Background: an optimization exercise with open tools, aiming at a short achievable clock period and few clock cycles. Do not read the settings as production practice.
At most, simulation tests tie the RTL to the original design; equivalence was not proved.
The RTL of runs 1 and 3 to 5 was laid out without a check of its function.
No activity file was given, so power comes from the tool's default toggle rates.

==> flow/design.v <==
module ks_add #(parameter N = 32) (
    input  [N-1:0] a, b,
    input          ci,
    output [N-1:0] s,
    output         co
);
    localparam L = $clog2(N);
    reg [N-1:0] g [0:L];
    reg [N-1:0] p [0:L];
    integer k, i;
    always @* begin
        g[0] = a & b;
        p[0] = a ^ b;
        g[0][0] = (a[0] & b[0]) | ((a[0] ^ b[0]) & ci);
        for (k = 0; k < L; k = k + 1)
            for (i = 0; i < N; i = i + 1)
                if (i >= (1 << k)) begin
                    g[k+1][i] = g[k][i] | (p[k][i] & g[k][i-(1<<k)]);
                    p[k+1][i] = p[k][i] & p[k][i-(1<<k)];
                end else begin
                    g[k+1][i] = g[k][i];
                    p[k+1][i] = p[k][i];
                end
    end
    assign s  = p[0] ^ {g[L][N-2:0], ci};
    assign co = g[L][N-1];
endmodule
module alu(
    input [31:0] a, b,
    input [4:0] sh,
    input s_add, s_sub, s_and, s_or, s_xor, s_nand, s_sll, s_srl, s_ones, s_const,
    input [31:0] cval,
    output [31:0] y,
    output lt
);
    wire [31:0] sum, diff;
    wire co_sum, co_diff;
    ks_add #(32) add_u(.a(a), .b(b),  .ci(1'b0), .s(sum),  .co(co_sum));
    ks_add #(32) sub_u(.a(a), .b(~b), .ci(1'b1), .s(diff), .co(co_diff));
    wire [31:0] shl  = a << sh;
    wire [31:0] shr  = a >> sh;
    assign lt = !co_diff;
    assign y = ({32{s_add}}  & sum)
             | ({32{s_sub}}  & diff)
             | ({32{s_and}}  & (a & b))
             | ({32{s_or}}   & (a | b))
             | ({32{s_xor}}  & (a ^ b))
             | ({32{s_nand}} & ~(a & b))
             | ({32{s_sll}}  & shl)
             | ({32{s_srl}}  & shr)
             | ({32{s_ones}})
             | ({32{s_const}} & cval);
endmodule
module reg_file(
    input clk,
    input [4:0] ra1, ra2, wa,
    input we,
    input [31:0] wd,
    output [31:0] rr1, rr2
);
    reg [31:0] rf [1:31];
    assign rr1 = (ra1 == 5'd0) ? 32'h00000000 : rf[ra1];
    assign rr2 = (ra2 == 5'd0) ? 32'h00000000 : rf[ra2];
    always @(posedge clk)
        if (we && wa != 5'd0) rf[wa] <= wd;
endmodule
module computer(
    input clk, rstd,
    output [7:0]  imem_addr,
    input  [31:0] imem_data,
    output [7:0]  dmem_addr,
    output [31:0] dmem_wdata,
    output [3:0]  dmem_we,
    input  [31:0] dmem_rdata
);
    reg  [7:0]  fa;           
    reg  [7:0]  fa_o;         
    reg  [7:0]  ras;          
    reg  [63:0] bht;          
    reg         boot;         
    reg  [31:0] r_a, r_btgt, r_pcp1;    
    reg         r_jr, r_cond;
    reg         d_valid;
    reg  [31:0] d_ins, d_pc;
    reg  [1:0]  d_pk;         
    reg  [7:0]  d_pred8;      
    reg         e_valid, e_rw;
    reg  [4:0]  e_rd;
    reg  [31:0] e_a, e_b, e_imm, e_pcp1, e_btgt, e_pnext, e_cval;
    reg  [4:0]  e_sh;
    reg         e_s_add, e_s_sub, e_s_and, e_s_or, e_s_xor, e_s_nand, e_s_sll, e_s_srl, e_s_ones, e_s_const;
    reg         e_load, e_cbr, e_jr, e_jal;
    reg         e_c_eq, e_c_ne, e_c_lt, e_c_le;    
    reg  [1:0]  e_ltype;      
    reg  [3:0]  e_swe;
    reg         e_mis_t, e_mis_nt;
    reg         e_st;         
    reg  [7:0]  e_pc8;
    reg         u_we, u_flip;    
    reg  [5:0]  u_idx;
    reg         m_rw, m_load;
    reg  [4:0]  m_rd;
    reg  [31:0] m_res, m_sdata;
    reg  [7:0]  m_daddr;
    reg  [3:0]  m_swe;
    reg  [1:0]  m_ltype;
    reg         w_rw;
    reg  [4:0]  w_rd;
    reg  [31:0] w_val;
    wire [5:0]  fop    = imem_data[31:26];
    wire        f_j    = (fop == 6'd40) || (fop == 6'd41);
    wire        f_jr   = (fop == 6'd42);
    wire        f_cbr  = (fop[5:2] == 4'b1000);
    wire        f_st   = (fop[1:0] == 2'b01) || imem_data[15];    
    wire        f_flip = bht[fa[5:0]];
    wire [7:0]  fa1    = fa + 8'd1;
    wire [7:0]  f_btgt;
    wire        f_btco;
    ks_add #(8) fadd(.a(fa1), .b(imem_data[7:0]), .ci(1'b0), .s(f_btgt), .co(f_btco));
    wire [7:0]  f_oth  = f_j ? imem_data[7:0] : f_jr ? ras : fa1;
    wire [1:0]  f_opk  = f_j ? 2'd2 : f_jr ? 2'd3 : 2'd0;
    wire [7:0]  f_tk   = f_cbr ? f_btgt : f_oth;
    wire [7:0]  f_nt   = f_cbr ? fa1 : f_oth;
    wire [1:0]  f_pktk = f_cbr ? 2'd1 : f_opk;
    wire [1:0]  f_pknt = f_cbr ? 2'd0 : f_opk;
    wire [7:0]  f_next = f_flip ? (f_st ? f_nt : f_tk) : (f_st ? f_tk : f_nt);
    wire [1:0]  f_pk   = f_flip ? (f_st ? f_pknt : f_pktk) : (f_st ? f_pktk : f_pknt);
    assign imem_addr = fa_o;
    wire [5:0]  dop  = d_ins[31:26];
    wire [4:0]  d_rs = d_ins[25:21];
    wire [4:0]  d_rt = d_ins[20:16];
    wire [4:0]  d_rdf = d_ins[15:11];
    wire [4:0]  d_fn = d_ins[4:0];
    wire [31:0] d_imm = {{16{d_ins[15]}}, d_ins[15:0]};
    wire d_rtype = (dop == 6'd0);
    wire d_addi  = (dop == 6'd1);
    wire d_lui   = (dop == 6'd3);
    wire d_andi  = (dop == 6'd4);
    wire d_ori   = (dop == 6'd5);
    wire d_xori  = (dop == 6'd6);
    wire d_ld    = (dop == 6'd16) || (dop == 6'd18) || (dop == 6'd20);
    wire d_st    = (dop == 6'd24) || (dop == 6'd26) || (dop == 6'd28);
    wire d_cbr   = (dop[5:2] == 4'b1000);
    wire d_jal   = (dop == 6'd41);
    wire d_jr    = (dop == 6'd42);
    wire d_iimm  = d_addi || d_andi || d_ori || d_xori;
    wire [4:0] d_wa = d_rtype ? d_rdf : (d_iimm || d_lui || d_ld) ? d_rt : d_jal ? 5'd31 : 5'd0;
    wire d_rwr = (d_wa != 5'd0);
    wire d_use_rs = d_rtype || d_iimm || d_ld || d_st || d_cbr || d_jr;
    wire d_use_rt = d_rtype || d_st || d_cbr;
    wire [31:0] rf_a, rf_b;
    reg_file rf_body(.clk(clk), .ra1(d_rs), .ra2(d_rt), .wa(w_rd), .we(w_rw), .wd(w_val), .rr1(rf_a), .rr2(rf_b));
    wire [31:0] e_res, m_val;
    wire d_fa_e = e_valid && e_rw && e_rd == d_rs;
    wire d_fa_m = m_rw && m_rd == d_rs;
    wire d_fa_w = w_rw && w_rd == d_rs;
    wire d_fb_e = e_valid && e_rw && e_rd == d_rt;
    wire d_fb_m = m_rw && m_rd == d_rt;
    wire d_fb_w = w_rw && w_rd == d_rt;
    wire [31:0] d_a0 = d_fa_m ? m_val : d_fa_w ? w_val : rf_a;
    wire [31:0] d_b0 = d_fb_m ? m_val : d_fb_w ? w_val : rf_b;
    wire [31:0] d_a  = d_fa_e ? e_res : d_a0;
    wire [31:0] d_b  = d_iimm ? d_imm : d_fb_e ? e_res : d_b0;
    wire [31:0] d_pcp1 = d_pc + 32'd1;
    wire [31:0] d_btgt;
    wire        d_btco;
    ks_add #(32) badd(.a(d_pc), .b(d_imm), .ci(1'b1), .s(d_btgt), .co(d_btco));
    wire [23:0] d_up   = (d_pk == 2'd1) ? d_btgt[31:8]
                       : (d_pk == 2'd2) ? {6'b0, d_ins[25:8]}
                       : (d_pk == 2'd3) ? d_pc[31:8]
                       : d_pcp1[31:8];
    wire [31:0] d_pnext = {d_up, d_pred8};
    wire stall = d_valid && e_valid && e_load && e_rw &&
                 ((d_use_rs && d_rs == e_rd) || (d_use_rt && d_rt == e_rd));
    wire [4:0] d_opr = d_rtype ? d_fn : d_addi ? 5'd0 : d_andi ? 5'd8 : d_ori ? 5'd9 : d_xori ? 5'd10 : 5'h1f;
    wire d_alu = d_rtype || d_iimm;
    wire [31:0] ea = e_a;
    wire [31:0] eb = e_b;
    wire        e_lt;
    alu alu_body(.a(ea), .b(eb), .sh(e_sh),
                 .s_add(e_s_add), .s_sub(e_s_sub), .s_and(e_s_and), .s_or(e_s_or), .s_xor(e_s_xor),
                 .s_nand(e_s_nand), .s_sll(e_s_sll), .s_srl(e_s_srl), .s_ones(e_s_ones), .s_const(e_s_const),
                 .cval(e_cval), .y(e_res), .lt(e_lt));
    wire [9:0]  e_maddr;
    wire        e_maco;
    ks_add #(10) madd(.a(ea[9:0]), .b(e_imm[9:0]), .ci(1'b0), .s(e_maddr), .co(e_maco));
    wire e_eq = (ea == eb);
    wire e_cond = (e_c_eq && e_eq) || (e_c_ne && !e_eq) || (e_c_lt && e_lt) || (e_c_le && (e_lt || e_eq));
    wire e_r1 = e_valid && e_cbr && e_mis_t;     
    wire e_r0 = e_valid && e_cbr && e_mis_nt;    
    wire e_rj = e_valid && e_jr && (ea != e_pnext);
    wire redirect = e_rj || (e_cond ? e_r1 : e_r0);
    wire [7:0] f_ns  = stall ? fa : f_next;
    wire [7:0] fa_c1 = e_r1 ? e_btgt[7:0] : f_ns;
    wire [7:0] fa_c0 = e_r0 ? e_pcp1[7:0] : f_ns;
    wire [7:0] fa_n  = e_rj ? ea[7:0] : e_cond ? fa_c1 : fa_c0;
    wire [31:0] fpc = boot ? 32'd0 : r_jr ? r_a : r_cond ? r_btgt : r_pcp1;
    assign dmem_addr  = m_daddr;
    assign dmem_wdata = m_sdata;
    assign dmem_we    = m_swe;
    wire [31:0] m_ld = (m_ltype == 2'd0) ? dmem_rdata
                     : (m_ltype == 2'd1) ? {{16{dmem_rdata[15]}}, dmem_rdata[15:0]}
                     : {{24{dmem_rdata[7]}}, dmem_rdata[7:0]};
    assign m_val = m_load ? m_ld : m_res;
    always @(posedge clk or negedge rstd) begin
        if (!rstd) begin
            fa <= 8'd0;
            fa_o <= 8'd0;
            boot <= 1'b1;
            ras <= 8'd0;
            bht <= 64'd0;
            u_we <= 1'b0;
            d_valid <= 1'b0;
            e_valid <= 1'b0;
            m_rw <= 1'b0;
            m_swe <= 4'd0;
            w_rw <= 1'b0;
        end else begin
            boot <= 1'b0;
            fa <= fa_n;
            fa_o <= fa_n;
            if (e_valid && e_jal) ras <= e_pcp1[7:0];
            u_we <= e_valid && e_cbr;
            if (u_we) bht[u_idx] <= u_flip;
            if (redirect) d_valid <= 1'b0;
            else if (!stall) d_valid <= 1'b1;
            e_valid <= d_valid && !redirect && !stall;
            m_rw <= e_valid && e_rw;
            m_swe <= e_valid ? e_swe : 4'd0;
            w_rw <= m_rw;
        end
    end
    always @(posedge clk) begin
        if (!stall) begin
            d_ins <= imem_data;
            d_pc <= d_valid ? d_pnext : fpc;
            d_pk <= f_pk;
            d_pred8 <= f_next;
        end
        e_rd <= d_wa;
        e_rw <= d_rwr;
        e_swe <= (dop == 6'd24) ? 4'b1111 : (dop == 6'd26) ? 4'b0011 : (dop == 6'd28) ? 4'b0001 : 4'b0000;
        e_a <= d_a;
        e_b <= d_b;
        e_imm <= d_imm;
        e_sh <= d_ins[10:6];
        e_pcp1 <= d_pcp1;
        e_btgt <= d_btgt;
        e_pnext <= d_pnext;
        e_mis_t <= (d_pk != 2'd1) && (d_ins[15:0] != 16'h0000);
        e_mis_nt <= (d_pk == 2'd1) && (d_ins[15:0] != 16'h0000);
        e_cval <= d_jal ? d_pcp1 : {d_ins[15:0], 16'h0000};
        e_s_add  <= d_alu && d_opr == 5'd0;
        e_s_sub  <= d_alu && d_opr == 5'd1;
        e_s_and  <= d_alu && d_opr == 5'd8;
        e_s_or   <= d_alu && d_opr == 5'd9;
        e_s_xor  <= d_alu && d_opr == 5'd10;
        e_s_nand <= d_alu && d_opr == 5'd11;
        e_s_sll  <= d_alu && d_opr == 5'd16;
        e_s_srl  <= d_alu && (d_opr == 5'd17 || d_opr == 5'd18);
        e_s_ones <= d_alu && !(d_opr == 5'd0 || d_opr == 5'd1 || d_opr == 5'd8 || d_opr == 5'd9 || d_opr == 5'd10 ||
                               d_opr == 5'd11 || d_opr == 5'd16 || d_opr == 5'd17 || d_opr == 5'd18);
        e_s_const <= d_lui || d_jal;
        e_load <= d_ld;
        e_st <= (dop[1:0] == 2'b01) || d_ins[15];
        e_pc8 <= d_pc[7:0];
        e_cbr <= d_cbr;
        e_jr <= d_jr;
        e_jal <= d_jal;
        e_c_eq <= (dop[1:0] == 2'd0);
        e_c_ne <= (dop[1:0] == 2'd1);
        e_c_lt <= (dop[1:0] == 2'd2);
        e_c_le <= (dop[1:0] == 2'd3);
        e_ltype <= (dop == 6'd16) ? 2'd0 : (dop == 6'd18) ? 2'd1 : 2'd2;
        r_a <= ea;
        r_btgt <= e_btgt;
        r_pcp1 <= e_pcp1;
        r_jr <= e_jr;
        r_cond <= e_cond;
        u_idx <= e_pc8[5:0];
        u_flip <= e_cond ^ e_st;
        m_rd <= e_rd;
        m_res <= e_res;
        m_load <= e_load;
        m_ltype <= e_ltype;
        m_daddr <= e_maddr[9:2];
        m_sdata <= eb;
        w_rd <= m_rd;
        w_val <= m_val;
    end
endmodule
==> flow/flow/run.sh <==
#!/bin/bash
set -euo pipefail
MARGIN=${MARGIN:-7}
bash standard.sh SETUP_SLACK_MARGIN=$MARGIN finish > orfs_flow.log 2>&1
==> flow/standard.sh <==
#!/bin/bash
# synth_recipe.tcl (not shown) runs the flow's synth.tcl, then flattens the netlist and writes it again
# the make line also repeats each setting of config.mk as NAME=value (left out here)
make -C /OpenROAD-flow-scripts/flow DESIGN_CONFIG=/design/flow/config.mk WORK_HOME=/design/flow/orfs CLKGATE_MAP_FILE= SYNTH_SCRIPT=/design/flow/synth_recipe.tcl "${@:-finish}"
==> flow/config.mk <==
export PLATFORM = sky130hd
export DESIGN_NAME = computer
export DESIGN_NICKNAME = computer
export VERILOG_FILES = /design/flow/design.v
export SDC_FILE = /design/flow/constraint.sdc
export NUM_CORES = 4
export LEC_CHECK = 0
export ABC_CLOCK_PERIOD_IN_PS = 2500
export CAP_MARGIN = 20
export CORE_MARGIN = 2
export CORE_UTILIZATION = 40
export SLEW_MARGIN = 20
==> flow/constraint.sdc <==
create_clock -name core_clock -period 10.0 [get_ports {clk}]
set_input_delay 2.0000 -clock core_clock [delete_from_list [all_inputs] [get_ports {clk}]]
set_output_delay 2.0000 -clock core_clock [all_outputs]
set_load 0.01 [all_outputs]
==> notes.md, run 1 <==
CTS root buffer -> clkbuf_16
Main synth FF type -> edfxtp_1
Place WS -> 5.33 ns
Post-Synth Adder-Cell Area -> 2.43%
Post-synthesis compound-gate area fraction -> 9.68%
Most frequent cells in the layout -> edfxtp_1 (1,066), mux4_2 (628), buf_4 (410)
Register area share after synthesis -> 54.9%
Final Cycle Share -> 36.3%
FMAX -> 275 MHz
Site row count -> 163
Multi-input logic area -> 37,200 um2
DR WL/cell -> 33.3 um
Post-synth EDFFs -> 1,066
Power Density -> 222 nW/um2
Count of pins over their slew limit -> 0
Clock latency on the worst-skew pair -> 0.85 ns
Die ar. -> 203,000 um2
Vias per inst -> 6.33
Final setup viols -> 0
Total GRT Usage -> 28.8%
Maximum vdd drop -> 0.000216 V
Total vias in the final route -> 57,200
Tot Pwr -> 22.0 mW
Starting Density -> 40.3%
Critical path type -> register to output port
Synth unique cells -> 90
Core box area -> 198,000 um2
I/O Buffers -> 117
RSZ-0062 raised after global routing -> true
Crit path max fanout -> 2
Final Net Count -> 6,466
DP Area -> 84,200 um2
Reg clk slew, reported paths -> 0.06 ns
HPWL Detailed -> 179 mm
Commonest non-fill, non-tap cell in the layout -> edfxtp_1
Final WL -> 301 mm
# hold bufs at CTS -> 0
Gp weighted congestion -> 0.998
Num CTS Buffers -> 175
Initial antenna violation count -> 7
Tmin final -> 3.63 ns
Maxcap violations -> 0
Layout Area Growth over Synthesis -> 24.7%
Mux contribution to synthesized area -> 22.1%
Layout cells sized above 1 -> 36.5%
Yosys reg bits -> 1,628
Post-layout instance area -> 99,200 um2
WP data required -> 8.00 ns
Slew @ Worst Pin -> 1.18 ns
Syn avg cell area -> 13.8 um2
Vias in the first global route -> 55,700
Chip height -> 450 um
TNS Setup -> 0 ns
Io pins -> 118
Lkg Pwr -> 35.7 nW
Largest net degree at the start of global routing -> 65
CTS tree -> yes
Yosys warning count -> 11
Syn nets -> 5,970
H-tree depth -> 4
Fill cell count -> 16,500
Synth Area in Simple Gates -> 6.22%
Clock Path Buffers -> 3
Pre-antenna DRT Iters -> 6
Routed Antenna Nets -> 0
Die Wd -> 450 um
Gr ovfl total -> 0
Clock sink total -> 1,628
Main combinational cell family by area after synthesis -> multiplexers
Clock skew -> 0.0431 ns
Remaining DRCs -> 0
Ys async rst share -> 5.47%
HP Class -> register to register
Relative slew slack -> 21.4%
Crit path launch type -> register
Synthesized instance count -> 5,752
Mapped Area -> 79,600 um2
Worst setup EP type -> output port
Post-Synth XOR/XNOR Area -> 1.73%
PnR worst setup slack -> 6.37 ns
Endpoints failing hold -> 0
First-pass GRT wire length -> 419 mm
Register Area -> 44,000 um2
Status -> finished clean
Iteration-0 DRC count of the detailed router -> 7,664
Critical Path AT -> 1.63 ns
## synthesized netlist by cell type (all sizes together) (27+ instances only)
cell type	count	area share, %
xor2	86	0.95
o211ai	57	0.54
dfxtp	473	12
buf	139	0.76
mux2	87	1.2
a21oi	340	2.1
a211oi	96	0.91
edfxtp	1066	40
ha	148	2.3
a21o	56	0.53
nand2	335	1.6
nor3	66	0.42
nor4	38	0.30
inv	161	0.76
nor2	420	2.0
dfrtp	88	2.8
clkbuf	284	1.3
xnor2	71	0.78
a221oi	27	0.30
mux4	628	18
nand3	62	0.39
mux2i	250	3.1
a22o	52	0.57
a221o	46	0.58
o21ai	205	1.3
and2	31	0.24
## report_power, final
group          total [mW]  internal, mW  leakage (nW)  switching, mW
Combinational        6.36          2.94          17.7           3.42
Sequential           9.07          8.19          15.1          0.881
Clock                6.59          3.72          2.87           2.86
Total                22.0          14.9          35.7           7.16
## final cells by class
class	instances	share of cell area (%)
Multi-Input combinational cell	3537	37.5
Clock inverter	105	1.03
Antenna cell	3	0.00756
Tap cell	2640	3.33
Inverter	164	0.682
Sequential cell	1628	44.3
Timing Repair Buffer	742	8.26
Clock buffer	222	4.81
## final timing paths
check                           startpoint            to  slack [ns]  cells after the start
worst min register to register   e_btgt[8]     r_btgt[8]        0.33                      0
worst max-delay path               fa_o[0]  imem_addr[0]        6.37                      3
min in group asynchronous             rstd          m_rw        1.12                      1
worst max register to register    d_ins[0]      d_pc[12]        6.44                     16
max in group asynchronous             rstd       fa_o[2]        7.65                      2
worst min-delay path             e_btgt[8]     r_btgt[8]        0.33                      0
## layer usage
layer / track usage, % / part of all wire [%] / up-vias
met3: 5.32 / 8.8 / 843
met5: 0 / 0.017 / -
met2: 44.9 / 46 / 3235
met4: 18.2 / 7.7 / 6
met1: 37.1 / 38 / 29500
li1: - / - / 23600
## stage by stage
step / cells / util, % / hold slack (ns)
finish: 9041 / 50.2 / 0.326
floorplan: 5752 / - / 0.310
detailed placement: 8223 / 42.6 / 0.312
global placement: 8223 / 42.6 / 0.310
CTS: 8849 / 48.6 / 0.325
global route: 9039 / 50.2 / 0.328
## state kept, by name (all words and copies together), names as in the netlist, 32 cells and up, named ones only
signal	count
bht	64
d_ins	32
d_pc	32
e_a	32
e_b	32
e_btgt	32
e_cval	32
e_pcp1	32
e_pnext	32
m_res	32
m_sdata	32
r_a	32
r_btgt	32
r_pcp1	32
rf_body.rf	992
w_val	32
## critical path: stages (launching register included)
cell and delay (ns):
dfrtp_1 0.41, buf_12 0.14, buf_12 0.12, buf_6 0.11
## cells by family after synthesis
family	after synthesis
AND/OR/NAND/NOR	1109
AO/OA/AOI/OAI	1153
XOR/XNOR	157
buffers and inverters	587
adder cells (fa/ha/maj)	152
multiplexers	965
flip-flops	1628
other	1
## what timing repair did
item | CTS | global route
endpoints found under the setup margin | 324 | 248
hold endpoints to repair | 0 | 0
pin swaps | 140 | 161
resized for setup | 981 | 322
buffers inserted | 271 | 177
gates cloned | 28 | 12
==> run 2, diff against run 1 <==
--- a/flow/design.v
+++ b/flow/design.v
@@ -4,7 +4,7 @@
     output [N-1:0] s,
     output         co
 );
-    localparam L = $clog2(N);
+    localparam L = (N > 16) ? 5 : (N > 8) ? 4 : (N > 4) ? 3 : (N > 2) ? 2 : 1;    
     reg [N-1:0] g [0:L];
     reg [N-1:0] p [0:L];
     integer k, i;
==> notes.md, run 2 <==
Maxcap violations -> 0
Crit path max fanout -> 2
Final WL -> 301 mm
Endpoints failing hold -> 0
Yosys warning count -> 11
Layout Area Growth over Synthesis -> 24.7%
Initial antenna violation count -> 7
Main synth FF type -> edfxtp_1
Count leader, synth -> edfxtp_1
Core box area -> 198,000 um2
PnR worst setup slack -> 6.37 ns
Site row count -> 163
Total vias in the final route -> 57,200
DR WL/cell -> 33.3 um
WHS Endpoint -> r_btgt[8]
Gr ovfl total -> 0
R2r endpoint -> d_pc[12]
Synth area leader -> edfxtp_1
Final Net Count -> 6,466
Area share of the largest cell type after synthesis -> 40.2%
Min-delay src -> e_btgt[8]
Post-synth top cells -> edfxtp_1 (1,066), mux4_2 (628), dfxtp_1 (473)
Hold path cells -> 0
Pre-antenna DRT Iters -> 6
Synth top area cells -> edfxtp_1 (40%), mux4_2 (18%), dfxtp_1 (12%), mux2i_1 (3.1%), dfrtp_1 (2.8%)
Gp weighted congestion -> 0.998
Post-Synth Adder-Cell Area -> 2.43%
Yosys reg bits -> 1,628
Chip height -> 450 um
HPWL Detailed -> 179 mm
Vias per inst -> 6.33
Mux contribution to synthesized area -> 22.1%
Final setup viols -> 0
Reg clk slew, reported paths -> 0.06 ns
Tmin final -> 3.63 ns
First-pass GRT wire length -> 419 mm
Biggest registers after layout -> rf_body.rf: 992 flops, bht: 64 flops
Internal -> 14.9 mW
Critical path type -> register to output port
Sequential power share -> 41.2%
Mapped Area -> 79,600 um2
Lkg Pwr -> 35.7 nW
Largest register by flop count -> rf_body.rf
Num CTS Buffers -> 175
Commonest non-fill, non-tap cell in the layout -> edfxtp_1
Syn avg cell area -> 13.8 um2
Remaining DRCs -> 0
Post-synthesis compound-gate area fraction -> 9.68%
Ys async rst share -> 5.47%
CTS tree -> yes
HP Class -> register to register
Clock sink total -> 1,628
Starting Density -> 40.3%
Final Cycle Share -> 36.3%
Synth unique cells -> 90
Max reg flops -> 992
Die Wd -> 450 um
Sw Pwr -> 7.16 mW
Critical Path AT -> 1.63 ns
Vias in the first global route -> 55,700
Register area share after synthesis -> 54.9%
Count of pins over their slew limit -> 0
R2r setup slk -> 6.44 ns
Iteration-0 DRC count of the detailed router -> 7,664
Largest net degree at the start of global routing -> 65
Clock latency on the worst-skew pair -> 0.85 ns
Synth Area in Simple Gates -> 6.22%
Worst setup EP type -> output port
Routed Antenna Nets -> 0
Power Density -> 222 nW/um2
Clk network pwr share -> 29.9%
Place WS -> 5.33 ns
Post-synth EDFFs -> 1,066
Combinational Power Share -> 28.9%
Clock Path Buffers -> 3
Io pins -> 118
WP data required -> 8.00 ns
Sw frac -> 32.5%
Post-Synth XOR/XNOR Area -> 1.73%
TNS Setup -> 0 ns
FF-to-FF Start -> d_ins[0]
Fill cell count -> 16,500
Status -> finished clean
H-tree depth -> 4
Syn nets -> 5,970
RSZ-0062 raised after global routing -> true
Synthesized instance count -> 5,752
Die ar. -> 203,000 um2
Crit path launch type -> register
Maximum vdd drop -> 0.000216 V
Total GRT Usage -> 28.8%
# hold bufs at CTS -> 0
Most frequent cells in the layout -> edfxtp_1 (1,066), mux4_2 (628), buf_4 (410)
Relative slew slack -> 21.4%
Clock skew -> 0.0431 ns
Slew @ Worst Pin -> 1.18 ns
Main combinational cell family by area after synthesis -> multiplexers
I/O Buffers -> 117
CTS root buffer -> clkbuf_16
Worst R2R Path Depth -> 16
FMAX -> 275 MHz
Layout cells sized above 1 -> 36.5%
run 2: cell counts after synthesis:
Identical to the previous run, type by type.
run 2: cell type report:
cell class / instances / area, um2 / area share (%)
flip-flops and latches: 1628 / 44000 / 44.3
repair buffers: 742 / 8200 / 8.26
clock buffers: 222 / 4780 / 4.81
well taps: 2640 / 3300 / 3.33
multi-input cells: 3537 / 37200 / 37.5
inverters: 164 / 677 / 0.682
clock inverters: 105 / 1020 / 1.03
diodes: 3 / 7.51 / 0.00756
run 2: worst max path at each step:
stage,startpoint,endpoint,slack (ns),cells after the start
2_1_floorplan,imem_data[0],fa_o[6],6.28,11
3_3_place_gp,e_a[25],fa_o[7],5.36,13
3_5_place_dp,e_a[25],fa_o[7],5.33,13
4_1_cts,fa_o[1],imem_addr[1],6.42,2
5_1_grt,d_ins[0],d_pc[24],6.32,14
6_report,fa_o[0],imem_addr[0],6.37,3
run 2: per-layer routing:
metal	part of all wire (%)	vias up	routed length [um]	global-route usage, %
li1	-	23600	-	-
met1	38	29500	114000	37.1
met2	46	3235	138000	44.9
met3	8.8	843	26500	5.32
met4	7.7	6	23300	18.2
met5	0.017	-	50	0
run 2: timing repair:
action                     CTS  global route
cloned                      28            12
setup endpoints to repair  324           248
gates resized for setup    981           322
pin swaps                  140           161
setup buffers              271           177
run 2: power groups by stage:
stage          sequential [mW]  combinational [mW]  clock, mW
2_1_floorplan             8.73                2.98          0
3_3_place_gp              9.20                4.24          0
3_5_place_dp              9.23                4.23          0
4_1_cts                   9.05                5.51       6.65
5_1_grt                   9.14                6.66       6.91
6_report                  9.07                6.36       6.59
run 2: logic make-up after synthesis:
family | after synthesis
xor gates and xnor gates | 157
AOI/OAI and AO/OA | 1153
muxes | 965
and+or+nand+nor | 1109
DFF | 1628
other | 1
adders and majority gates | 152
buffers and inverters | 587
run 2: critical path: stages (launching register included):
cell and delay, ns:
dfrtp_1 0.41, buf_12 0.14, buf_12 0.12, buf_6 0.11
run 2: through the flow:
stage	util [%]	cell area, um2	power, mW	hold slack, ns	instances
finish	50.2	99200	22.0	0.326	9041
CTS	48.6	96100	21.2	0.325	8849
global placement	42.6	84100	13.4	0.310	8223
floorplan	-	80000	11.7	0.310	5752
global route	50.2	99200	22.7	0.328	9039
detailed placement	42.6	84200	13.5	0.312	8223
Testbench counts of run 2, summed over its fixed seeds: cycles 18,236.
==> run 3, diff against run 2 <==
--- a/flow/design.v
+++ b/flow/design.v
@@ -4,7 +4,7 @@
     output [N-1:0] s,
     output         co
 );
-    localparam L = (N > 16) ? 5 : (N > 8) ? 4 : (N > 4) ? 3 : (N > 2) ? 2 : 1;    
+    localparam L = $clog2(N);
     reg [N-1:0] g [0:L];
     reg [N-1:0] p [0:L];
     integer k, i;
@@ -83,7 +83,6 @@
     reg         d_valid;
     reg  [31:0] d_ins, d_pc;
     reg  [1:0]  d_pk;         
-    reg  [7:0]  d_pred8;      
     reg         e_valid, e_rw;
     reg  [4:0]  e_rd;
     reg  [31:0] e_a, e_b, e_imm, e_pcp1, e_btgt, e_pnext, e_cval;
@@ -107,6 +106,7 @@
     reg         w_rw;
     reg  [4:0]  w_rd;
     reg  [31:0] w_val;
+    wire        stall;        
     wire [5:0]  fop    = imem_data[31:26];
     wire        f_j    = (fop == 6'd40) || (fop == 6'd41);
     wire        f_jr   = (fop == 6'd42);
@@ -117,37 +117,34 @@
     wire [7:0]  f_btgt;
     wire        f_btco;
     ks_add #(8) fadd(.a(fa1), .b(imem_data[7:0]), .ci(1'b0), .s(f_btgt), .co(f_btco));
-    wire [7:0]  f_oth  = f_j ? imem_data[7:0] : f_jr ? ras : fa1;
-    wire [1:0]  f_opk  = f_j ? 2'd2 : f_jr ? 2'd3 : 2'd0;
-    wire [7:0]  f_tk   = f_cbr ? f_btgt : f_oth;
-    wire [7:0]  f_nt   = f_cbr ? fa1 : f_oth;
-    wire [1:0]  f_pktk = f_cbr ? 2'd1 : f_opk;
-    wire [1:0]  f_pknt = f_cbr ? 2'd0 : f_opk;
-    wire [7:0]  f_next = f_flip ? (f_st ? f_nt : f_tk) : (f_st ? f_tk : f_nt);
-    wire [1:0]  f_pk   = f_flip ? (f_st ? f_pknt : f_pktk) : (f_st ? f_pktk : f_pknt);
+    wire        f_take = f_cbr && (f_st ^ f_flip);
+    wire        f_seq  = !f_take && !f_j && !f_jr;
+    wire [1:0]  f_pk   = f_take ? 2'd1 : f_j ? 2'd2 : f_jr ? 2'd3 : 2'd0;
+    wire [7:0]  f_ns   = ({8{!stall && f_take}} & f_btgt)
+                       | ({8{!stall && f_j}}    & imem_data[7:0])
+                       | ({8{!stall && f_jr}}   & ras)
+                       | ({8{!stall && f_seq}}  & fa1)
+                       | ({8{stall}}            & fa);
     assign imem_addr = fa_o;
+    wire        p_rtype = (fop == 6'd0);
+    wire        p_iimm  = (fop == 6'd1) || (fop == 6'd4) || (fop == 6'd5) || (fop == 6'd6);
+    wire        p_lui   = (fop == 6'd3);
+    wire        p_ld    = (fop == 6'd16) || (fop == 6'd18) || (fop == 6'd20);
+    wire        p_st    = (fop == 6'd24) || (fop == 6'd26) || (fop == 6'd28);
+    wire        p_jal   = (fop == 6'd41);
+    wire [4:0]  p_wa    = p_rtype ? imem_data[15:11] : (p_iimm || p_lui || p_ld) ? imem_data[20:16] : p_jal ? 5'd31 : 5'd0;
+    reg         d_rtype, d_iimm, d_lui, d_ld, d_st, d_cbr, d_jal, d_jr, d_rwr, d_use_rs, d_use_rt;
+    reg  [4:0]  d_wa;
     wire [5:0]  dop  = d_ins[31:26];
     wire [4:0]  d_rs = d_ins[25:21];
     wire [4:0]  d_rt = d_ins[20:16];
     wire [4:0]  d_rdf = d_ins[15:11];
     wire [4:0]  d_fn = d_ins[4:0];
     wire [31:0] d_imm = {{16{d_ins[15]}}, d_ins[15:0]};
-    wire d_rtype = (dop == 6'd0);
     wire d_addi  = (dop == 6'd1);
-    wire d_lui   = (dop == 6'd3);
     wire d_andi  = (dop == 6'd4);
     wire d_ori   = (dop == 6'd5);
     wire d_xori  = (dop == 6'd6);
-    wire d_ld    = (dop == 6'd16) || (dop == 6'd18) || (dop == 6'd20);
-    wire d_st    = (dop == 6'd24) || (dop == 6'd26) || (dop == 6'd28);
-    wire d_cbr   = (dop[5:2] == 4'b1000);
-    wire d_jal   = (dop == 6'd41);
-    wire d_jr    = (dop == 6'd42);
-    wire d_iimm  = d_addi || d_andi || d_ori || d_xori;
-    wire [4:0] d_wa = d_rtype ? d_rdf : (d_iimm || d_lui || d_ld) ? d_rt : d_jal ? 5'd31 : 5'd0;
-    wire d_rwr = (d_wa != 5'd0);
-    wire d_use_rs = d_rtype || d_iimm || d_ld || d_st || d_cbr || d_jr;
-    wire d_use_rt = d_rtype || d_st || d_cbr;
     wire [31:0] rf_a, rf_b;
     reg_file rf_body(.clk(clk), .ra1(d_rs), .ra2(d_rt), .wa(w_rd), .we(w_rw), .wd(w_val), .rr1(rf_a), .rr2(rf_b));
     wire [31:0] e_res, m_val;
@@ -169,8 +166,8 @@
                        : (d_pk == 2'd2) ? {6'b0, d_ins[25:8]}
                        : (d_pk == 2'd3) ? d_pc[31:8]
                        : d_pcp1[31:8];
-    wire [31:0] d_pnext = {d_up, d_pred8};
-    wire stall = d_valid && e_valid && e_load && e_rw &&
+    wire [31:0] d_pnext = {d_up, fa};
+    assign stall = d_valid && e_valid && e_load && e_rw &&
                  ((d_use_rs && d_rs == e_rd) || (d_use_rt && d_rt == e_rd));
     wire [4:0] d_opr = d_rtype ? d_fn : d_addi ? 5'd0 : d_andi ? 5'd8 : d_ori ? 5'd9 : d_xori ? 5'd10 : 5'h1f;
     wire d_alu = d_rtype || d_iimm;
@@ -190,10 +187,8 @@
     wire e_r0 = e_valid && e_cbr && e_mis_nt;    
     wire e_rj = e_valid && e_jr && (ea != e_pnext);
     wire redirect = e_rj || (e_cond ? e_r1 : e_r0);
-    wire [7:0] f_ns  = stall ? fa : f_next;
-    wire [7:0] fa_c1 = e_r1 ? e_btgt[7:0] : f_ns;
-    wire [7:0] fa_c0 = e_r0 ? e_pcp1[7:0] : f_ns;
-    wire [7:0] fa_n  = e_rj ? ea[7:0] : e_cond ? fa_c1 : fa_c0;
+    wire [7:0] e_tgt = e_rj ? ea[7:0] : e_cond ? e_btgt[7:0] : e_pcp1[7:0];
+    wire [7:0] fa_n  = redirect ? e_tgt : f_ns;
     wire [31:0] fpc = boot ? 32'd0 : r_jr ? r_a : r_cond ? r_btgt : r_pcp1;
     assign dmem_addr  = m_daddr;
     assign dmem_wdata = m_sdata;
@@ -233,9 +228,20 @@
     always @(posedge clk) begin
         if (!stall) begin
             d_ins <= imem_data;
+            d_rtype <= p_rtype;
+            d_iimm <= p_iimm;
+            d_lui <= p_lui;
+            d_ld <= p_ld;
+            d_st <= p_st;
+            d_cbr <= f_cbr;
+            d_jal <= p_jal;
+            d_jr <= f_jr;
+            d_wa <= p_wa;
+            d_rwr <= (p_wa != 5'd0);
+            d_use_rs <= p_rtype || p_iimm || p_ld || p_st || f_cbr || f_jr;
+            d_use_rt <= p_rtype || p_st || f_cbr;
             d_pc <= d_valid ? d_pnext : fpc;
             d_pk <= f_pk;
-            d_pred8 <= f_next;
         end
         e_rd <= d_wa;
         e_rw <= d_rwr;
==> notes.md, run 3 <==
Status -> finished clean
Syn nets -> 5,944
Crit path launch type -> register
Endpoints failing hold -> 0
HP Class -> register to register
Vias in the first global route -> 55,700
Synthesized instance count -> 5,726
CTS root buffer -> clkbuf_16
FF-to-FF Start -> e_a[0]
Clock skew -> 0.0449 ns
Count of pins over their slew limit -> 0
Largest net degree at the start of global routing -> 83
Yosys reg bits -> 1,635
Ant diodes -> 0
Maximum vdd drop -> 0.000156 V
Area share of the largest cell type after synthesis -> 40.2%
Layout cells sized above 1 -> 37.2%
Yosys warning count -> 11
Tmin final -> 3.66 ns
Min-delay src -> e_pcp1[28]
Final WL -> 305 mm
Worst R2R Path Depth -> 15
Crit-path cells -> inv_4 > ha_4 > inv_2 > fa_2 > nor3b_4 > o31ai_4 > a311oi_4 > nand4b_1 > and3b_2 > or3_4 > a22o_4 > mux2_4 > a21oi_4 > buf_12 > mux2i_1
First-pass GRT wire length -> 419 mm
Count leader, synth -> edfxtp_1
R2r setup slk -> 6.34 ns
DP Area -> 84,500 um2
Gr ovfl total -> 0
Register area share after synthesis -> 54.8%
# hold bufs at CTS -> 0
Num CTS Buffers -> 173
I/O Buffers -> 117
Total GRT Usage -> 28.7%
Final Net Count -> 6,353
Io pins -> 118
Gp weighted congestion -> 1.00
Largest delay contributor family on the critical path -> simple AND/OR/NAND/NOR gates
Worst setup EP type -> register
Routed Antenna Nets -> 0
Power Density -> 218 nW/um2
Final Cycle Share -> 36.6%
Slowest-stage cell, CP -> dfxtp_4
Most frequent cells in the layout -> edfxtp_1 (1,073), mux4_2 (636), dfxtp_1 (373)
Maxcap violations -> 0
Critical Path AT -> 4.41 ns
Vias per inst -> 6.44
Non-filler cells, final -> 8,943
Layout Area Growth over Synthesis -> 24.5%
Synth unique cells -> 101
Bufs and invs on worst path -> 3
Post-synth EDFFs -> 1,073
Lkg Pwr -> 35.7 nW
Commonest non-fill, non-tap cell in the layout -> edfxtp_1
Clock sink total -> 1,635
Hold path cells -> 0
Clock Path Buffers -> 3
Die Wd -> 452 um
R2r endpoint -> fa_o[2]
WHS Endpoint -> r_pcp1[28]
FMAX -> 273 MHz
Max incr delay on CP -> 0.37 ns
DR WL/cell -> 34.1 um
Crit path max fanout -> 8
TNS Setup -> 0 ns
HPWL Detailed -> 173 mm
Pre-antenna DRT Iters -> 6
Synth top area cells -> edfxtp_1 (40%), mux4_2 (18%), dfxtp_1 (12%), mux2i_1 (2.9%), dfrtp_1 (2.7%)
Max reg flops -> 992
Syn avg cell area -> 14.0 um2
Final setup viols -> 0
Initial antenna violation count -> 6
Slew @ Worst Pin -> 1.17 ns
Post-synth top cells -> edfxtp_1 (1,073), mux4_2 (636), dfxtp_1 (473)
Critical path type -> register to register
Iteration-0 DRC count of the detailed router -> 7,574
Placed cells -> 8,187
Biggest registers after layout -> rf_body.rf: 992 flops, bht: 64 flops
Total vias in the final route -> 57,600
Reg clk slew, reported paths -> 0.06 ns
Core box area -> 199,000 um2
CTS tree -> yes
Main synth FF type -> edfxtp_1
H-tree depth -> 4
Ys async rst share -> 5.44%
Synth area leader -> edfxtp_1
Starting Density -> 40.2%
Mapped Area -> 80,100 um2
Remaining DRCs -> 0
Die ar. -> 204,000 um2
Site row count -> 164
RSZ-0062 raised after global routing -> true
Final Util -> 50.0%
Largest register by flop count -> rf_body.rf
Clock latency on the worst-skew pair -> 0.86 ns
Relative slew slack -> 21.9%
Post-layout instance area -> 99,800 um2
Chip height -> 452 um
WP data required -> 10.75 ns
[run 3: cell count changes after synthesis, moves of 28 or more]
cell / delta
buf_1: -35
buf_2: +33
o21ai_0: -38
inv_1: +46
a221o_1: -31
xnor2_1: +28
a211oi_1: +53
o211ai_1: -38
xor2_1: -34
a21oi_1: -42
nand2_1: -73
[run 3: how the worst max path moves through the flow]
stage / depth (start not counted) / slack (ns) / startpoint / end
after global routing: 14 / 6.26 / d_ins[0] / d_pc[14]
after CTS: 13 / 6.37 / e_a[24] / fa_o[2]
after global placement: 10 / 4.34 / register / e_b[0]
final: 15 / 6.34 / e_a[0] / fa_o[2]
after floorplan: 11 / 6.02 / imem_data[1] / fa_o[7]
after detailed placement: 10 / 4.42 / register / e_b[0]
[run 3: cells by family after synthesis]
group / Yosys count / synth area share [%]
XOR/XNOR: 151 / 1.65
AO/OA/AOI/OAI: 1115 / 9.49
multiplexers: 980 / 22.4
AND/OR/NAND/NOR: 1048 / 6.00
other: 1 / 0.00468
buffers and inverters: 644 / 3.28
flip-flops: 1635 / 54.8
adder cells (fa/ha/maj): 152 / 2.41
[run 3: where the power goes]
group          switching, mW  internal (mW)  total [mW]
registers              0.829           8.17        9.00
clock network           2.88           3.91        6.79
logic                   3.20           2.73        5.93
total                   6.91           14.8        21.7
[run 3: final cells by class]
type,instances,area [um2]
Tap cell,2656,3320
Inverter,210,822
Fill cell,16700,99700
Clock buffer,223,4780
Timing Repair Buffer,668,7870
Sequential cell,1635,44200
Clock inverter,104,1210
Multi-Input combinational cell,3447,37600
[run 3: per-layer routing]
metal  GRT usage, %  part of all wire, %  vias to the layer above
met5              0               0.0089                        -
met2           46.5                   47                     3676
met4           16.7                  6.9                        4
li1               -                    -                    23300
met3           5.74                  9.6                      853
met1           35.9                   36                    29700
[run 3: worst reg2reg max path: stages, from the launching register on]
cell      delay, ns
dfxtp_4        0.37
inv_4          0.07
ha_4           0.12
inv_2          0.03
fa_2           0.33
nor3b_4        0.17
o31ai_4        0.23
a311oi_4       0.17
nand4b_1       0.30
and3b_2        0.31
or3_4          0.36
a22o_4         0.30
mux2_4         0.33
a21oi_4        0.16
buf_12         0.15
mux2i_1        0.18
[run 3: stage by stage]
step	setup slack, ns	hold slack [ns]	power, mW
after floorplan	6.02	0.310	11.6
after global routing	6.26	0.321	22.4
after global placement	4.34	0.310	13.3
after CTS	6.37	0.322	21.0
after detailed placement	4.42	0.312	13.3
final	6.34	0.318	21.7
[run 3: what timing repair did]
| action | in CTS | in global routing |
|---|---|---|
| endpoints found under the setup margin | 233 | 255 |
| setup buffers | 199 | 171 |
| pin swaps | 125 | 164 |
| cloned | 36 | 22 |
| resized for setup | 950 | 367 |
==> run 4, diff against run 3 <==
--- a/flow/design.v
+++ b/flow/design.v
@@ -200,7 +200,6 @@
     always @(posedge clk or negedge rstd) begin
         if (!rstd) begin
             fa <= 8'd0;
-            fa_o <= 8'd0;
             boot <= 1'b1;
             ras <= 8'd0;
             bht <= 64'd0;
@@ -208,12 +207,10 @@
             d_valid <= 1'b0;
             e_valid <= 1'b0;
             m_rw <= 1'b0;
-            m_swe <= 4'd0;
             w_rw <= 1'b0;
         end else begin
             boot <= 1'b0;
             fa <= fa_n;
-            fa_o <= fa_n;
             if (e_valid && e_jal) ras <= e_pcp1[7:0];
             u_we <= e_valid && e_cbr;
             if (u_we) bht[u_idx] <= u_flip;
@@ -221,9 +218,12 @@
             else if (!stall) d_valid <= 1'b1;
             e_valid <= d_valid && !redirect && !stall;
             m_rw <= e_valid && e_rw;
-            m_swe <= e_valid ? e_swe : 4'd0;
             w_rw <= m_rw;
         end
+    end
+    always @(posedge clk) begin
+        fa_o <= rstd ? fa_n : 8'd0;
+        m_swe <= (rstd && e_valid) ? e_swe : 4'd0;
     end
     always @(posedge clk) begin
         if (!stall) begin
==> notes.md, run 4 <==
Io pins -> 118
Total vias in the final route -> 57,200
Lkg Pwr -> 35.0 nW
Starting Density -> 40.2%
Ys async rst share -> 5.23%
Pre-antenna DRT Iters -> 6
Synth top area cells -> edfxtp_1 (40%), mux4_2 (17%), dfxtp_1 (12%), mux2i_1 (3.5%), dfrtp_1 (2.6%)
Met3 Use GR -> 5.57%
Max incr delay on CP -> 0.51 ns
Place WS -> 5.05 ns
Final setup viols -> 0
Main synth FF type -> edfxtp_1
Reg clk slew, reported paths -> 0.07 ns
RSZ-0062 raised after global routing -> true
Remaining DRCs -> 0
Max reg flops -> 992
I/O Buffers -> 117
Maxcap violations -> 0
Syn avg cell area -> 13.8 um2
Worst setup EP type -> register
Sw frac -> 31.8%
Synth unique cells -> 92
Largest net degree at the start of global routing -> 61
Post-synth EDFFs -> 1,073
CTS tree -> yes
Fill cell count -> 17,000
Gp weighted congestion -> 1.00
Endpoints failing hold -> 0
Clock latency on the worst-skew pair -> 0.88 ns
Sw Pwr -> 6.73 mW
Biggest registers after layout -> rf_body.rf: 992 flops, bht: 64 flops
Count of pins over their slew limit -> 0
Synthesized instance count -> 5,837
Final Cycle Share -> 36.6%
Final Net Count -> 6,400
Yosys reg bits -> 1,643
Count leader, synth -> edfxtp_1
Maximum vdd drop -> 0.000136 V
Area share of the largest cell type after synthesis -> 40.1%
CTS root buffer -> clkbuf_16
DP Area -> 84,900 um2
Num CTS Buffers -> 174
First-pass GRT wire length -> 418 mm
Combinational Power Share -> 26.0%
Syn nets -> 6,055
Post-synth top cells -> edfxtp_1 (1,073), mux4_2 (609), dfxtp_1 (484)
Crit-path cells -> inv_1 > ha_4 > or4_4 > nor3_4 > and2_1 > a21bo_4 > a2111oi_4 > o21ai_2 > a2bb2oi_4 > buf_12 > mux2i_4 > buf_6 > mux2_4 > o21ai_1
Post-layout instance area -> 97,500 um2
Site row count -> 164
TNS Setup -> 0 ns
Bufs and invs on worst path -> 3
Vias in the first global route -> 55,500
HP Class -> register to register
Vias per inst -> 6.36
M1 GR Usage -> 36.9%
Busiest layer in global routing -> met2
Sequential power share -> 42.8%
Min-delay src -> e_pcp1[23]
Synth area leader -> edfxtp_1
Relative slew slack -> 22.7%
Largest register by flop count -> rf_body.rf
Final WL -> 301 mm
Register area share after synthesis -> 54.9%
HPWL Detailed -> 177 mm
Layout Area Growth over Synthesis -> 21.5%
Tmin final -> 3.66 ns
Critical Path AT -> 4.43 ns
FMAX -> 273 MHz
Slew @ Worst Pin -> 1.16 ns
Initial antenna violation count -> 11
Crit path launch type -> register
H-tree depth -> 4
Die Wd -> 452 um
FF-to-FF Start -> e_b[13]
Status -> finished clean
Clock skew -> 0.0471 ns
Die ar. -> 204,000 um2
Internal -> 14.4 mW
Chip height -> 452 um
Mapped Area -> 80,300 um2
Crit path max fanout -> 6
PnR worst setup slack -> 6.34 ns
Final Util -> 48.8%
WP data required -> 10.78 ns
Crit path from -> e_b[13]
Clock sink total -> 1,643
Total GRT Usage -> 28.6%
Slowest-stage cell, CP -> or4_4
Yosys warning count -> 11
Core box area -> 200,000 um2
Gr ovfl total -> 0
Power Density -> 217 nW/um2
Most frequent cells in the layout -> edfxtp_1 (1,073), mux4_2 (609), nor2_1 (378)
Grt met2 use -> 45.4%
Critical path type -> register to register
Clock Path Buffers -> 3
Iteration-0 DRC count of the detailed router -> 7,643
Layout cells sized above 1 -> 32.9%
Clk network pwr share -> 31.2%
Routed Antenna Nets -> 0
Largest delay contributor family on the critical path -> compound AO/OA/AOI/OAI gates
DR WL/cell -> 33.5 um
Commonest non-fill, non-tap cell in the layout -> edfxtp_1
## run 4: cell types whose count changed after synthesis, moves of 17 or more
cell,previous run,this run
clkbuf_1,276,307
nand2_1,262,336
a211oi_1,149,98
a221oi_1,51,25
mux4_2,636,609
buf_2,74,49
buf_4,20,3
o21ai_0,165,211
buf_1,56,76
a221o_1,15,54
mux2i_1,235,277
o211ai_1,19,47
inv_1,205,178
## run 4: cell families after synthesis
family	after synthesis	synth area share, %
xor gates and xnor gates	156	1.70
other	1	0.00467
buffers and inverters	623	3.02
AOI/OAI and AO/OA	1154	9.76
adders and majority gates	152	2.41
muxes	984	21.9
DFF	1643	54.9
and+or+nand+nor	1124	6.30
## run 4: stage by stage
stage	hold WS [ns]	power (mW)	instances
2_1_floorplan	0.310	11.7	5837
3_3_place_gp	0.310	13.4	8311
3_5_place_dp	0.312	13.4	8311
4_1_cts	0.321	20.7	8872
5_1_grt	0.330	21.9	8989
6_report	0.321	21.2	8995
## run 4: layer usage
layer	vias to the layer above	routed length (um)	part of all wire [%]
met5	-	49	0.016
met4	8	18900	6.3
met3	781	27600	9.2
met2	3474	140000	47
met1	29400	114000	38
li1	23600	-	-
## run 4: timing repair
| action | 4_1_cts | 5_1_grt |
|---|---|---|
| cloned | 34 | 9 |
| gates resized for setup | 805 | 246 |
| buffers inserted | 200 | 107 |
| endpoints found under the setup margin | 343 | 224 |
| pin swaps | 137 | 124 |
| hold buffers | 0 | 0 |
## run 4: cell type report
type | instances | area, um2 | share of cell area (%)
sequential | 1643 | 44400 | 45.5
inverter | 185 | 729 | 0.748
tap | 2656 | 3320 | 3.41
timing repair buffer | 606 | 6760 | 6.93
clock buffer | 236 | 4860 | 4.98
antenna | 6 | 15.0 | 0.0154
clock inverter | 91 | 892 | 0.915
multi-input combinational | 3572 | 36600 | 37.5
## run 4: power by group through the flow
| stage | Combinational, mW | Clock [mW] | Sequential (mW) |
|---|---|---|---|
| finish | 5.51 | 6.60 | 9.07 |
| global route | 5.81 | 6.92 | 9.14 |
| CTS | 4.97 | 6.65 | 9.06 |
| detailed placement | 4.16 | 0 | 9.24 |
| global placement | 4.15 | 0 | 9.22 |
| floorplan | 2.98 | 0 | 8.73 |
## run 4: path summary, 6_finish.rpt
| kind | end | slack [ns] | cells after the start |
|---|---|---|---|
| setup / recovery | fa[7] | 6.34 | 14 |
| hold / removal | r_pcp1[23] | 0.32 | 0 |
| setup reg to reg | fa[7] | 6.34 | 14 |
| hold reg to reg | r_pcp1[23] | 0.32 | 0 |
| max in group asynchronous | bht[55] | 7.69 | 2 |
| min in group asynchronous | ras[4] | 1.20 | 1 |
==> run 5, diff against run 4 <==
--- a/flow/design.v
+++ b/flow/design.v
@@ -77,22 +77,23 @@
     reg  [7:0]  fa_o;         
     reg  [7:0]  ras;          
     reg  [63:0] bht;          
-    reg         boot;         
-    reg  [31:0] r_a, r_btgt, r_pcp1;    
-    reg         r_jr, r_cond;
+    reg  [23:0] pc_hi;        
+    reg         r_redir;      
+    reg  [23:0] r_thi;
     reg         d_valid;
-    reg  [31:0] d_ins, d_pc;
-    reg  [1:0]  d_pk;         
+    reg  [31:0] d_ins;
+    reg  [7:0]  d_pc8;        
     reg         e_valid, e_rw;
     reg  [4:0]  e_rd;
-    reg  [31:0] e_a, e_b, e_imm, e_pcp1, e_btgt, e_pnext, e_cval;
+    reg  [31:0] e_a, e_b, e_imm, e_pcp1, e_btgt, e_pnext, e_cval, e_jtgt;
     reg  [4:0]  e_sh;
     reg         e_s_add, e_s_sub, e_s_and, e_s_or, e_s_xor, e_s_nand, e_s_sll, e_s_srl, e_s_ones, e_s_const;
     reg         e_load, e_cbr, e_jr, e_jal;
     reg         e_c_eq, e_c_ne, e_c_lt, e_c_le;    
     reg  [1:0]  e_ltype;      
     reg  [3:0]  e_swe;
-    reg         e_mis_t, e_mis_nt;
+    reg         e_mis_t, e_mis_nt, e_mis_j;
+    reg         e_j, e_oth;
     reg         e_st;         
     reg  [7:0]  e_pc8;
     reg         u_we, u_flip;    
@@ -119,7 +120,6 @@
     ks_add #(8) fadd(.a(fa1), .b(imem_data[7:0]), .ci(1'b0), .s(f_btgt), .co(f_btco));
     wire        f_take = f_cbr && (f_st ^ f_flip);
     wire        f_seq  = !f_take && !f_j && !f_jr;
-    wire [1:0]  f_pk   = f_take ? 2'd1 : f_j ? 2'd2 : f_jr ? 2'd3 : 2'd0;
     wire [7:0]  f_ns   = ({8{!stall && f_take}} & f_btgt)
                        | ({8{!stall && f_j}}    & imem_data[7:0])
                        | ({8{!stall && f_jr}}   & ras)
@@ -133,7 +133,7 @@
     wire        p_st    = (fop == 6'd24) || (fop == 6'd26) || (fop == 6'd28);
     wire        p_jal   = (fop == 6'd41);
     wire [4:0]  p_wa    = p_rtype ? imem_data[15:11] : (p_iimm || p_lui || p_ld) ? imem_data[20:16] : p_jal ? 5'd31 : 5'd0;
-    reg         d_rtype, d_iimm, d_lui, d_ld, d_st, d_cbr, d_jal, d_jr, d_rwr, d_use_rs, d_use_rt;
+    reg         d_rtype, d_iimm, d_lui, d_ld, d_st, d_cbr, d_jal, d_jr, d_j, d_rwr, d_use_rs, d_use_rt;
     reg  [4:0]  d_wa;
     wire [5:0]  dop  = d_ins[31:26];
     wire [4:0]  d_rs = d_ins[25:21];
@@ -158,15 +158,20 @@
     wire [31:0] d_b0 = d_fb_m ? m_val : d_fb_w ? w_val : rf_b;
     wire [31:0] d_a  = d_fa_e ? e_res : d_a0;
     wire [31:0] d_b  = d_iimm ? d_imm : d_fb_e ? e_res : d_b0;
+    wire [31:0] d_pc   = {pc_hi, d_pc8};
     wire [31:0] d_pcp1 = d_pc + 32'd1;
     wire [31:0] d_btgt;
     wire        d_btco;
     ks_add #(32) badd(.a(d_pc), .b(d_imm), .ci(1'b1), .s(d_btgt), .co(d_btco));
-    wire [23:0] d_up   = (d_pk == 2'd1) ? d_btgt[31:8]
-                       : (d_pk == 2'd2) ? {6'b0, d_ins[25:8]}
-                       : (d_pk == 2'd3) ? d_pc[31:8]
-                       : d_pcp1[31:8];
-    wire [31:0] d_pnext = {d_up, fa};
+    wire [31:0] d_pnext = {pc_hi, fa};
+    wire [7:0]  d_lo1 = d_pc8 + 8'd1;
+    wire [7:0]  d_bt8;
+    wire        d_c8;
+    ks_add #(8) badd8(.a(d_pc8), .b(d_ins[7:0]), .ci(1'b1), .s(d_bt8), .co(d_c8));
+    wire d_mis_nt = (d_lo1 != fa) || (d_pc8 == 8'hff);
+    wire d_bthi_same = (d_ins[15:8] == 8'h00 && !d_c8) || (d_ins[15:8] == 8'hff && d_c8);
+    wire d_mis_t  = (d_bt8 != fa) || !d_bthi_same;
+    wire d_mis_j  = ({6'b0, d_ins[25:8]} != pc_hi);
     assign stall = d_valid && e_valid && e_load && e_rw &&
                  ((d_use_rs && d_rs == e_rd) || (d_use_rt && d_rt == e_rd));
     wire [4:0] d_opr = d_rtype ? d_fn : d_addi ? 5'd0 : d_andi ? 5'd8 : d_ori ? 5'd9 : d_xori ? 5'd10 : 5'h1f;
@@ -185,11 +190,12 @@
     wire e_cond = (e_c_eq && e_eq) || (e_c_ne && !e_eq) || (e_c_lt && e_lt) || (e_c_le && (e_lt || e_eq));
     wire e_r1 = e_valid && e_cbr && e_mis_t;     
     wire e_r0 = e_valid && e_cbr && e_mis_nt;    
+    wire e_ro = e_valid && e_oth && e_mis_nt;    
+    wire e_rjj = e_valid && e_j && e_mis_j;      
     wire e_rj = e_valid && e_jr && (ea != e_pnext);
-    wire redirect = e_rj || (e_cond ? e_r1 : e_r0);
-    wire [7:0] e_tgt = e_rj ? ea[7:0] : e_cond ? e_btgt[7:0] : e_pcp1[7:0];
-    wire [7:0] fa_n  = redirect ? e_tgt : f_ns;
-    wire [31:0] fpc = boot ? 32'd0 : r_jr ? r_a : r_cond ? r_btgt : r_pcp1;
+    wire redirect = e_rj || e_rjj || e_ro || (e_cond ? e_r1 : e_r0);
+    wire [31:0] e_tgt = e_rj ? ea : e_rjj ? e_jtgt : (e_cbr && e_cond) ? e_btgt : e_pcp1;
+    wire [7:0]  fa_n  = redirect ? e_tgt[7:0] : f_ns;
     assign dmem_addr  = m_daddr;
     assign dmem_wdata = m_sdata;
     assign dmem_we    = m_swe;
@@ -200,7 +206,8 @@
     always @(posedge clk or negedge rstd) begin
         if (!rstd) begin
             fa <= 8'd0;
-            boot <= 1'b1;
+            pc_hi <= 24'd0;
+            r_redir <= 1'b0;
             ras <= 8'd0;
             bht <= 64'd0;
             u_we <= 1'b0;
@@ -209,7 +216,8 @@
             m_rw <= 1'b0;
             w_rw <= 1'b0;
         end else begin
-            boot <= 1'b0;
+            r_redir <= redirect;
+            if (r_redir) pc_hi <= r_thi;
             fa <= fa_n;
             if (e_valid && e_jal) ras <= e_pcp1[7:0];
             u_we <= e_valid && e_cbr;
@@ -240,8 +248,8 @@
             d_rwr <= (p_wa != 5'd0);
             d_use_rs <= p_rtype || p_iimm || p_ld || p_st || f_cbr || f_jr;
             d_use_rt <= p_rtype || p_st || f_cbr;
-            d_pc <= d_valid ? d_pnext : fpc;
-            d_pk <= f_pk;
+            d_pc8 <= fa;
+            d_j <= f_j;
         end
         e_rd <= d_wa;
         e_rw <= d_rwr;
@@ -253,8 +261,12 @@
         e_pcp1 <= d_pcp1;
         e_btgt <= d_btgt;
         e_pnext <= d_pnext;
-        e_mis_t <= (d_pk != 2'd1) && (d_ins[15:0] != 16'h0000);
-        e_mis_nt <= (d_pk == 2'd1) && (d_ins[15:0] != 16'h0000);
+        e_mis_t <= d_mis_t;
+        e_mis_nt <= d_mis_nt;
+        e_mis_j <= d_mis_j;
+        e_jtgt <= {6'b0, d_ins[25:0]};
+        e_j <= d_j;
+        e_oth <= !(d_cbr || d_j || d_jr);
         e_cval <= d_jal ? d_pcp1 : {d_ins[15:0], 16'h0000};
         e_s_add  <= d_alu && d_opr == 5'd0;
         e_s_sub  <= d_alu && d_opr == 5'd1;
@@ -269,7 +281,7 @@
         e_s_const <= d_lui || d_jal;
         e_load <= d_ld;
         e_st <= (dop[1:0] == 2'b01) || d_ins[15];
-        e_pc8 <= d_pc[7:0];
+        e_pc8 <= d_pc8;
         e_cbr <= d_cbr;
         e_jr <= d_jr;
         e_jal <= d_jal;
@@ -278,11 +290,7 @@
         e_c_lt <= (dop[1:0] == 2'd2);
         e_c_le <= (dop[1:0] == 2'd3);
         e_ltype <= (dop == 6'd16) ? 2'd0 : (dop == 6'd18) ? 2'd1 : 2'd2;
-        r_a <= ea;
-        r_btgt <= e_btgt;
-        r_pcp1 <= e_pcp1;
-        r_jr <= e_jr;
-        r_cond <= e_cond;
+        r_thi <= e_tgt[31:8];
         u_idx <= e_pc8[5:0];
         u_flip <= e_cond ^ e_st;
         m_rd <= e_rd;
==> notes.md, run 5 <==
Status -> finished clean
Remaining DRCs -> 0
CTS root buffer -> clkbuf_16
TNS Setup -> 0 ns
Synth top area cells -> edfxtp_1 (40%), mux4_2 (18%), dfxtp_1 (11%), dfrtp_1 (3.5%), mux2i_1 (3.1%)
Clock skew -> 0.0652 ns
Final Net Count -> 6,348
Die Wd -> 448 um
Area share of the largest cell type after synthesis -> 39.9%
Main synth FF type -> edfxtp_1
Initial antenna violation count -> 4
H-tree depth -> 4
Routed Antenna Nets -> 0
Maximum vdd drop -> 0.000203 V
Mapped Area -> 78,900 um2
Tmin final -> 3.57 ns
PnR worst setup slack -> 6.43 ns
FF-to-FF Start -> e_b[13]
Commonest non-fill, non-tap cell in the layout -> edfxtp_1
Non-filler cells, final -> 8,898
FMAX -> 280 MHz
Final Util -> 50.2%
Critical Path AT -> 4.34 ns
Clock Path Buffers -> 3
Crit-path cells -> inv_1 > ha_4 > or3_4 > or4_4 > or4_4 > a32oi_4 > buf_6 > buf_6 > o2111ai_4 > o211ai_4 > buf_12 > a21oi_4 > a221oi_2
Vias per inst -> 6.37
Endpoints failing hold -> 0
Yosys reg bits -> 1,586
Total vias in the final route -> 56,700
Final WL -> 298 mm
Yosys warning count -> 11
Largest net degree at the start of global routing -> 74
Site row count -> 162
Gp weighted congestion -> 1.00
Slew @ Worst Pin -> 1.13 ns
Num CTS Buffers -> 171
Largest delay contributor family on the critical path -> simple AND/OR/NAND/NOR gates
Chip height -> 448 um
Io pins -> 118
Count of pins over their slew limit -> 0
WP data required -> 10.76 ns
Worst setup EP type -> register
Die ar. -> 201,000 um2
Hold_ws -> 0.326 ns
Most frequent cells in the layout -> edfxtp_1 (1,048), mux4_2 (616), nor2_1 (371)
Relative slew slack -> 24.8%
Bufs and invs on worst path -> 4
DP Area -> 83,500 um2
Lkg Pwr -> 35.0 nW
Place WS -> 4.98 ns
Iteration-0 DRC count of the detailed router -> 7,503
Synth area leader -> edfxtp_1
Total GRT Usage -> 29.0%
Layout cells sized above 1 -> 36.8%
Crit path launch type -> register
Gr ovfl total -> 0
Hold path cells -> 0
Syn nets -> 5,932
Placed cells -> 8,155
First-pass GRT wire length -> 416 mm
Max incr delay on CP -> 0.52 ns
Final Cycle Share -> 35.7%
Slowest-stage cell, CP -> or4_4
Biggest registers after layout -> rf_body.rf: 992 flops, bht: 64 flops
Final setup viols -> 0
HP Class -> register to register
Synthesized instance count -> 5,714
Tot Pwr -> 20.5 mW
Max reg flops -> 992
Critical path type -> register to register
Count leader, synth -> edfxtp_1
Crit path from -> e_b[13]
Ys async rst share -> 6.94%
Clock latency on the worst-skew pair -> 0.88 ns
Power Density -> 209 nW/um2
Fill cell count -> 16,300
WHS Endpoint -> u_idx[1]
Syn avg cell area -> 13.8 um2
Layout Area Growth over Synthesis -> 24.5%
R2r setup slk -> 6.43 ns
Min-delay src -> e_pc8[1]
Post-synth top cells -> edfxtp_1 (1,048), mux4_2 (616), dfxtp_1 (428)
Crit path max fanout -> 7
Post-layout instance area -> 98,200 um2
HPWL Detailed -> 174 mm
DR WL/cell -> 33.5 um
I/O Buffers -> 117
Synth unique cells -> 88
Maxcap violations -> 0
Vias in the first global route -> 55,900
Largest register by flop count -> rf_body.rf
R2r endpoint -> fa_o[3]
Starting Density -> 40.4%
RSZ-0062 raised after global routing -> true
Pre-antenna DRT Iters -> 5
CTS tree -> yes
Register area share after synthesis -> 54.3%
Worst R2R Path Depth -> 13
Post-synth EDFFs -> 1,048
Core box area -> 195,000 um2
Clock sink total -> 1,586
Reg clk slew, reported paths -> 0.07 ns
-- run 5: cell count changes in the layout (fill, tap and decap cells not counted), sizes merged, moves of 28 or more --
cell,change
dfxtp,-56
mux2i,-34
nand2,-56
a21oi,-44
nand3,+28
buf,+66
-- run 5: how the worst max path moves through the flow --
stage	end	slack (ns)	depth (start not counted)
after floorplan	fa_o[6]	6.42	12
after global placement	fa_o[4]	4.98	11
after detailed placement	fa_o[4]	4.98	11
after CTS	fa[0]	6.47	15
after global routing	r_thi[1]	6.43	16
final	fa_o[3]	6.43	13
-- run 5: final cells by class --
cell class	instances	area, um2	area share (%)
flip-flops and latches	1586	43100	43.9
well taps	2624	3280	3.34
clock inverters	100	1050	1.07
multi-input cells	3517	37400	38.1
inverters	184	741	0.755
diodes	3	7.51	0.00765
repair buffers	670	7890	8.04
clock buffers	214	4620	4.70
-- run 5: kinds of logic after synthesis --
group / after synthesis / synth area share [%]
XOR/XNOR: 176 / 1.95
flip-flops: 1586 / 54.3
AO/OA/AOI/OAI: 1120 / 9.76
adder cells (fa/ha/maj): 152 / 2.44
multiplexers: 962 / 22.1
AND/OR/NAND/NOR: 1105 / 6.44
buffers and inverters: 613 / 3.01
-- run 5: worst reg2reg max path: cells and delay by family, from the launching register on --
family / cells / cell delay [ns]
and+or+nand+nor: 3 / 1.32
AOI/OAI and AO/OA: 5 / 0.93
buffers and inverters: 4 / 0.61
DFF: 1 / 0.36
adders and majority gates: 1 / 0.24
-- run 5: report_power, final --
group / total [mW] / internal [mW] / switching (mW)
sequential: 8.53 / 7.74 / 0.792
clock: 6.44 / 3.62 / 2.82
combinational: 5.52 / 2.47 / 3.05
-- run 5: repair_timing --
action                                   CTS  global route
pin swaps                                154           154
hold buffers                               0             0
gates cloned                              44            14
gates resized for setup                 1067           282
buffers inserted                         255           113
endpoints found under the setup margin   301           204
-- run 5: routing by layer --
metal / wire length [um] / up-vias / track usage, %
li1: - / 23400 / -
met1: 107000 / 29300 / 36.1
met2: 144000 / 3333 / 47.9
met3: 28100 / 731 / 5.38
met4: 18500 / 0 / 15.9
met5: 0 / - / 0

==> separate check: timing with driven ports <==
The results above use ideal ports. As a check the final layouts listed here were re-extracted and re-timed, cells and wires unchanged. Step 1 assumes that a clkbuf_16 drives the clock port and a buf_2 every other input. Step 2 also shifts input and output timing later by t, the mid clock arrival at the registers, as if the neighbouring blocks saw the same clock. Slacks: no drivers / after step 1 / after step 2; pairs: no drivers / after step 1.
| run | shift t [ns] | setup WS [ns] | hold slack, ns | clock arrival spread, ns | worst data-port slew with drivers (ns) |
|---|---|---|---|---|---|
| run 1 | 0.920 | 6.369 / 6.282 / 5.672 | 0.326 / 0.326 / 0.326 | 0.053 / 0.053 | 0.07 |
| run 2 | 0.920 | 6.369 / 6.282 / 5.672 | 0.326 / 0.326 / 0.326 | 0.053 / 0.053 | 0.07 |
| run 3 | 0.933 | 6.339 / 6.339 / 5.610 | 0.318 / 0.318 / 0.318 | 0.047 / 0.048 | 0.06 |
| run 4 | 0.939 | 6.342 / 6.342 / 5.572 | 0.321 / 0.321 / 0.321 | 0.049 / 0.048 | 0.05 |
| run 5 | 0.926 | 6.426 / 6.426 / 5.746 | 0.326 / 0.326 / 0.326 | 0.068 / 0.068 | 0.09 |
After both steps every run listed still meets setup and hold. The setup slack of run 4, which loses most, moves by 0.000 ns with the drivers and by -0.770 ns with both steps.
